What follows belongs to an exercise in optimizing a design on an open flow for small area, a short achievable clock period and few clock cycles; a production flow would make more cautious choices.
Where RTL was checked, it was by simulation tests only, not by an equivalence proof against the original.

==> inputs of try-fjord <==
==> flow/design.v (excerpt) <==
module cordic(i_clk, i_rst, i_en, o_vld, o_cosine, o_sine, i_theta);
export LEC_CHECK = 0
export CAP_MARGIN = 20
export CORE_MARGIN = 2
export CORE_UTILIZATION = 40
export CTS_BUF_LIST = sky130_fd_sc_hd__clkbuf_16
export CTS_CLUSTER_DIAMETER = 100
export CTS_CLUSTER_SIZE = 25
export SLEW_MARGIN = 20
export SYNTH_MEMORY_MAX_BITS = 16384
create_clock -name core_clock -period 10.0 [get_ports {i_clk}]
standard.sh (not shown) runs the stock make flow with config.mk's settings and CLKGATE_MAP_FILE= SYNTH_SCRIPT=/design/flow/synth_recipe.tcl, a recipe that flattens the netlist after the stock synthesis.
==> flow/flow/run.sh <==
#!/bin/bash
# The standard layout (standard.sh), with timing repair aiming for extra setup slack.
set -euo pipefail
export SETUP_SLACK_MARGIN=6.6
bash standard.sh > standard.log 2>&1
==> try-pepper (differences from try-fjord) <==
--- a/flow/design.v
+++ b/flow/design.v
@@ -551,16 +551,26 @@
     reg signed [18:0] y30_q28;
     wire signed [20:0] ay;
     wire signed [27:0] by;
     reg signed [20:0] ay_q29;
     reg signed [27:0] by_q29;
     wire signed [32:0] qy;
     reg signed [32:0] qx_q30;
     reg signed [32:0] qy_q30;
+    wire sax;
+    wire sxx;
+    reg sax_q30;
+    reg sxx_q29;
+    reg sxx_q30;
+    wire say;
+    wire sxy;
+    reg say_q30;
+    reg sxy_q29;
+    reg sxy_q30;
     assign th = i_theta;
     assign phi0 = th[18:0];
     assign sat0 = ~((&th[23:18]) | ~(|th[23:18]));
     assign sgn0 = th[23];
     assign n0 = sat0_q1 ? sgn0_q1 : phi0_q1[18];
     assign ltp0 = phi0_q1 < 19'sd51471;
     assign ltn0 = phi0_q1 < -19'sd51471;
     assign n1 = sat0_q1 ? sgn0_q1 : (phi0_q1[18] ? ltn0 : ltp0);
@@ -3092,16 +3102,20 @@
 assign y30_s = {(yh29_q27[18:5] ^ {14{m29}}) ^ y30_t, y30_lo[4:0]};
     assign y30 = y30_s;
     assign ax = {{2{x30_q28[18]}}, x30_q28} + {x30_q28[18], x30_q28, 1'b0};
     assign bx = (({{14{x30_q28[18]}}, x30_q28} <<< 5) + ({{14{x30_q28[18]}}, x30_q28} <<< 4) - ({{14{x30_q28[18]}}, x30_q28} <<< 8));
     assign qx = ({{12{ax_q29[20]}}, ax_q29} <<< 12) + {{12{ax_q29[20]}}, ax_q29} + {{5{bx_q29[27]}}, bx_q29};
     assign ay = {{2{y30_q28[18]}}, y30_q28} + {y30_q28[18], y30_q28, 1'b0};
     assign by = (({{14{y30_q28[18]}}, y30_q28} <<< 5) + ({{14{y30_q28[18]}}, y30_q28} <<< 4) - ({{14{y30_q28[18]}}, y30_q28} <<< 8));
     assign qy = ({{12{ay_q29[20]}}, ay_q29} <<< 12) + {{12{ay_q29[20]}}, ay_q29} + {{5{by_q29[27]}}, by_q29};
+    assign sax = ax_q29[20];
+    assign sxx = x30_q28[18];
+    assign say = ay_q29[20];
+    assign sxy = y30_q28[18];
     always @(posedge i_clk) begin
         phi0_q1 <= phi0;
         sat0_q1 <= sat0;
         sgn0_q1 <= sgn0;
         phi1_q2 <= phi1;
         sat1_q2 <= sat1;
         sgn1_q2 <= sgn1;
         phi2_q3 <= phi2;
@@ -3297,12 +3311,18 @@
         x30_q28 <= x30;
         ax_q29 <= ax;
         bx_q29 <= bx;
         y30_q28 <= y30;
         ay_q29 <= ay;
         by_q29 <= by;
         qx_q30 <= qx;
         qy_q30 <= qy;
+        sax_q30 <= sax;
+        sxx_q29 <= sxx;
+        sxx_q30 <= sxx_q29;
+        say_q30 <= say;
+        sxy_q29 <= sxy;
+        sxy_q30 <= sxy_q29;
     end
-    assign o_cosine = {{7{qx_q30[32]}}, qx_q30[31:15]};
-    assign o_sine   = {{7{qy_q30[32]}}, qy_q30[31:15]};
+    assign o_cosine = {sxx_q30, sxx_q30, sax_q30, sax_q30, qx_q30[32], qx_q30[32], qx_q30[32], qx_q30[31:15]};
+    assign o_sine = {sxy_q30, sxy_q30, say_q30, say_q30, qy_q30[32], qy_q30[32], qy_q30[32], qy_q30[31:15]};
 endmodule
==> flow/flow/run.sh (replaced) <==
#!/bin/bash
# The standard layout (standard.sh), with timing repair aiming for extra setup slack.
# make's full output goes to standard.log; ORFS's own per-step logs are under orfs/logs.
set -euo pipefail
export SETUP_SLACK_MARGIN=6.8
bash standard.sh > standard.log 2>&1
==> summary.txt <==
Of try-fjord and try-pepper, try-pepper has the higher global-route usage (gap 0.11 points). Between try-fjord and try-pepper, the lower non-clock buffer count is in try-fjord (gap 73).
Testbench counts of try-pepper, summed over its fixed seeds: cycles 8,432.
For try-fjord, only the layout was checked, not whether the RTL still works.

## static timing again, ports no longer ideal
In the flow no input, the clock included, has a driving cell. The finished layouts below were timed again as built, in two steps. Step 1 sets driving cells, clkbuf_16 on the clock port and buf_2 on the other inputs (assumed; they add their load-dependent delay and slew). Step 2 moves the port delays by t, midway between the first and last clock arrival at a register: inputs arrive t later, outputs are due t later. That takes back most of the time a late clock gives input paths. Slacks: ideal / step 1 / step 2; pairs: ideal / step 1.
run	shift t [ns]	setup slack, ns	worst data-port slew with drivers (ns)
try-fjord	0.777	6.678 / 6.599 / 6.650	0.03
try-pepper	0.786	6.688 / 6.613 / 6.616	0.04
After both steps setup and hold are still met in every run listed. For try-pepper, which loses most, drivers alone change the setup slack by -0.075 ns; drivers and shift together by -0.072 ns.
